From an optimization exercise on the open Yosys and OpenROAD flow, aimed at small area and a short achievable clock period; shortcuts taken in it are not production practice. The RTL was checked by simulation tests, not by an equivalence proof against the original design. Power is estimated from default activity; no workload was simulated.

## flow/design.v (module list and top-level ports; edited modules follow where they fit)
// module DSP: 2055 lines
module DSP(A, B, C, D, clk, rst_n, P);
  // ...
==> flow/run.sh <==
#!/bin/bash
# synth_recipe.tcl (not shown) runs the flow's synth.tcl, then flattens the netlist and writes it again
# the make line also repeats each setting of config.mk as NAME=value (left out here)
make -C /OpenROAD-flow-scripts/flow DESIGN_CONFIG=/design/flow/config.mk WORK_HOME=/design/flow/orfs CLKGATE_MAP_FILE= SYNTH_SCRIPT=/design/flow/synth_recipe.tcl finish
==> flow/config.mk <==
export PLATFORM = sky130hd
export DESIGN_NAME = DSP
export DESIGN_NICKNAME = DSP
export VERILOG_FILES = /design/flow/design.v
export SDC_FILE = /design/flow/constraint.sdc
export NUM_CORES = 4
export LEC_CHECK = 0
export CAP_MARGIN = 20
export CORE_MARGIN = 2
export CORE_UTILIZATION = 40
export SLEW_MARGIN = 20
==> flow/constraint.sdc <==
create_clock -name core_clock -period 7.0 [get_ports {clk}]
set_input_delay 1.4000 -clock core_clock [delete_from_list [all_inputs] [get_ports {clk}]]
set_output_delay 1.4000 -clock core_clock [all_outputs]
set_load 0.01 [all_outputs]
==> flow_summary.json, run 1 <==
{
  "run_status": "complete, no violations",
  "critPathTopFamily": "adder cells",
  "worstReg2RegEnd": "z1[26]",
  "cp_max_fo": 18,
  "grt_pass1_vias": 12527,
  "design.core.area_um2": 46300,
  "clockPowerShare_pct": 15.4,
  "yosys.area.top_type": "fa_1",
  "holdBufCountCts": 0,
  "rows": 79,
  "n_fill_cell": 4280,
  "syn_area_um2": 18600,
  "synth-seq-cells": 264,
  "fin_hold_ws_ns": 0.338,
  "seq_cell_count": 264,
  "vias": 11471,
  "fin_cells": 2456,
  "layout_commonest_cell": "inv_1",
  "slew_viol_final": 0,
  "multi_input_area_share_pct": 49.7,
  "p_comb_share_pct": 59.2,
  "worstPathCellList": "nand2_1 > fa_1 > fa_1 > fa_1 > inv_1 > fa_1 > inv_1 > fa_1 > inv_1 > fa_1",
  "p_seq_share_pct": 25.4,
  "cts_max_level": 1,
  "synth.most_common_cell": "inv_1",
  "fin_ws_ns": 3.21,
  "gp_congestion": 0.864,
  "multi_input_area_um2": 10800,
  "ir_drop_uv": 199,
  "multi_input_cells": 1049,
  "slew_headroom_pct": 42.1,
  "synth.area.top_cells": "fa_1, dfrtp_1, and2_1",
  "top_layer_used": "met4",
  "area_growth_pct": 16.5,
  "cts_resized": 0,
  "synth_xor_xnor_area_share_pct": 2.44,
  "seq_area_um2": 6430,
  "worstHoldStart": "s1[12]"
}
==> inputs of run 2 (changes only) <==
--- a/flow/config.mk
+++ b/flow/config.mk
@@ -10,2 +10,3 @@
 export CORE_UTILIZATION = 40
+export SETUP_SLACK_MARGIN = 4.0
 export SLEW_MARGIN = 20
==> run 2 against run 1 <==
Still clean. Wire length up 7.4%. Clock skew up 0.0098 ns. Count of clock-buffer cells in the layout increased by 3. Cell count grew 2.9%. Maximum frequency up 15%. Sequential power about the same. Critical path type unchanged.
==> flow_summary.json, run 2 <==
{
  "yosysUniqueCellTypes": 65,
  "rows": 79,
  "cp_max_fo": 6,
  "grt_pass1_vias": 13137,
  "final_nets": 2364,
  "synth_compound_area_share_pct": 5.96,
  "run_status": "complete, no violations",
  "synth-edff-count": 0,
  "grt.overflow.total": 0,
  "synth-seq-cells": 264,
  "drive_gt1_share_pct": 20.6,
  "end_kind": "flop",
  "rsz0062_at_grt": "true",
  "slew_viol_final": 0,
  "syn_area_um2": 18600,
  "synth.area.top_cells": "fa_1, dfrtp_1, and2_1",
  "drt_wl_total_um": 41600,
  "tightest_slew_ns": 0.820,
  "numCtsBuffers": 28,
  "synth_top_family_by_area": "adder cells",
  "cap_violations": 0,
  "hold_class": "reg2reg",
  "worstPathCellList": "buf_6 > and2_4 > fa_2 > fa_1 > fa_2 > inv_2 > fa_1 > inv_1 > fa_2",
  "netlist_instances": 1686,
  "yosys-mux-area-fraction_pct": 0.181,
  "syn_nets": 2151,
  "ir_drop_uv": 232,
  "post-route-drc-count": 0,
  "crit_required_ns": 7.42,
  "synth.most_common_cell": "inv_1",
  "mostFrequentLayoutCells": "inv_1, dfrtp_1, fa_1, and2_1, clkdlybuf4s50_1",
  "insertion_delay_ns": 0.57,
  "initialDrtViolationCount": 610,
  "ys_seq_area_share_pct": 34.5,
  "vias": 11977,
  "cts.sinks": 264,
  "antenna_cells": 0,
  "powerDensity_nw_per_um2": 447,
  "yosys.area.top_type": "fa_1",
  "layout_commonest_cell": "inv_1",
  "synth_area_per_cell_um2": 11.1,
  "dieHeight_um": 220,
  "rrSetupSlack_ns": 3.70,
  "ios": 152,
  "area_growth_pct": 24.4,
  "ant_nets": 0,
  "synth_flop_cell": "dfrtp_1",
  "yosys_warnings": 1,
  "cp.arrival_ns": 3.72,
  "viasPerCell": 4.74,
  "max_freq_mhz": 303,
  "clockBufferDepth": 3,
  "slew_headroom_pct": 45.3,
  "drtPass1Iterations": 4,
  "design.core.area_um2": 46300,
  "top_regs": "P: 48 flops, z0: 48 flops, z1: 36 flops",
  "crit_type": "reg2reg",
  "final.min_clock_period_ns": 3.30,
  "dieArea_um2": 48400,
  "synth_xor_xnor_area_share_pct": 2.44,
  "gp_congestion": 0.862,
  "cts_tree": "built",
  "grt_pass1_wl_um": 67800,
  "grt_usage_pct": 17.7,
  "synth_fa_ha_area_share_pct": 35.9,
  "synthTopCellsByCount": "inv_1, fa_1, dfrtp_1",
  "synth-simple-area-share_pct": 13.4,
  "clock-root-buffer": "clkbuf_16",
  "antenna_found_initial": 0,
  "drt-wirelength-per-cell_um": 16.5,
  "critPathTopFamily": "adder cells",
  "clkSlewWorstSetupHoldPaths_ns": 0.06,
  "final-setup-viol-count": 0,
  "critical-path-max-stage-delay_ns": 0.57,
  "die_w_um": 220,
  "leakage_nw": 10.5,
  "fin_hold_ws_ns": 0.340,
  "hold_viol": 0,
  "dp_hpwl_um": 30300,
  "n_fill_cell": 4120,
  "post-route-period-util_pct": 47.1,
  "port_buffers": 151,
  "synth-async-reset-ratio_pct": 86.4,
  "cp-start-kind": "flop",
  "grt_max_degree": 111,
  "worst-path-buf-inv": 3,
  "fin_skew_ns": 0.0253,
  "path_common_cell": "fa_2",
  "cts_max_level": 1,
  "initial_core_util_pct": 40.3,
  "synth_top_area_share_pct": 31.1,
  "crit_path_top_delay_cell": "fa_2",
  "setup-tns-final_ns": 0
}
## run 2: cell counts after synthesis
Identical to the previous run, type by type.
## run 2: final timing paths
kind	start	endpoint	cells past startpoint
worst max-delay path	ah[6]	z1[23]	9
worst min-delay path	s1[16]	s2[16]	0
worst min register to register	s1[16]	s2[16]	0
max in group asynchronous	rst_n	ah[8]	2
min in group asynchronous	rst_n	P[1]	1
worst max register to register	ah[6]	z1[23]	9
## run 2: stage by stage
| step | power, W | instance area (µm²) | worst slack, ns | std cells | util (%) |
|---|---|---|---|---|---|
| after floorplan | 0.00671 | 18900 | 3.76 | 1686 | - |
| after global placement | 0.00833 | 20900 | 3.00 | 2403 | 45.2 |
| after detailed placement | 0.00854 | 20900 | 2.96 | 2403 | 45.2 |
| after CTS | 0.0103 | 22700 | 3.70 | 2511 | 49.0 |
| after global routing | 0.0115 | 23200 | 3.62 | 2528 | 50.1 |
| final | 0.0104 | 23200 | 3.70 | 2528 | 50.1 |
## run 2: final cells by class
type	instances	area [µm²]	area share (%)
multi-input cells	1049	11500	49.6
flip-flops and latches	264	6510	28.0
repair buffers	226	2270	9.77
inverters	330	1240	5.34
clock buffers	42	813	3.51
well taps	607	759	3.27
clock inverters	10	101	0.437
## run 2: report_power, final
part / switching, W / internal [W]
clock: 0.000601 / 0.000843
combinational: 0.00354 / 0.00289
sequential: 0.000314 / 0.00219
total: 0.00446 / 0.00592
## run 2: worst reg2reg max path, cell delays in order, from the launching register on
cell and delay [ns]:
dfrtp_4 0.55, buf_6 0.16, and2_4 0.14, fa_2 0.57, fa_1 0.44, fa_2 0.35, inv_2 0.06, fa_1 0.40
inv_1 0.08, fa_2 0.42
## run 2: layer usage
metal | vias to the layer above | wire length (µm) | share of wire [%] | GRT usage, %
met4 | 0 | 1300 | 3.1 | 5.59
met2 | 313 | 20200 | 49 | 30.2
li1 | 5562 | - | - | -
met1 | 6026 | 18100 | 43 | 23.6
met3 | 76 | 2050 | 4.9 | 2.18
met5 | - | 0 | 0 | 0
## run 2: what timing repair did
item	in CTS	in global routing
resized for setup	146	144
pin swaps	53	64
hold buffers	0	0
buffers inserted	56	17
setup endpoints to repair	73	60
## run 2: logic make-up after synthesis
logic type	after synthesis
adder cells (fa/ha/maj)	361
XOR/XNOR	52
AND/OR/NAND/NOR	466
AO/OA/AOI/OAI	167
flip-flops	264
multiplexers	3
buffers and inverters	373

## port drivers added, routing unchanged
In the flow no input, the clock included, has a driving cell. The finished layouts below were timed again as built, in two steps.
Step 1, drivers: a clkbuf_16 drives clk and a buf_2 each remaining input, both assumed.
Step 2 adds t to the input delays and takes it off the output delays; t is the mean of the earliest and latest rising clock arrival at the registers after step 1. Input paths then give back, and output paths get back, about the clock's delay inside the block.
Three values: ideal, step 1, step 2; two values: the first two.
run | t, ns | slack for setup (ns) | worst setup path at the end | worst slew at a driven data input, ns | pins driven straight from the clock port
run 1 | 0.615 | 3.215 / 3.215 / 2.816 | input to register | 0.05 | 1
run 2 | 0.608 | 3.701 / 3.701 / 3.345 | input to register | 0.05 | 1
After both steps setup and hold are still met in every run listed. For run 1, which loses most, drivers alone change the setup slack by 0.000 ns; drivers and shift together by -0.399 ns.
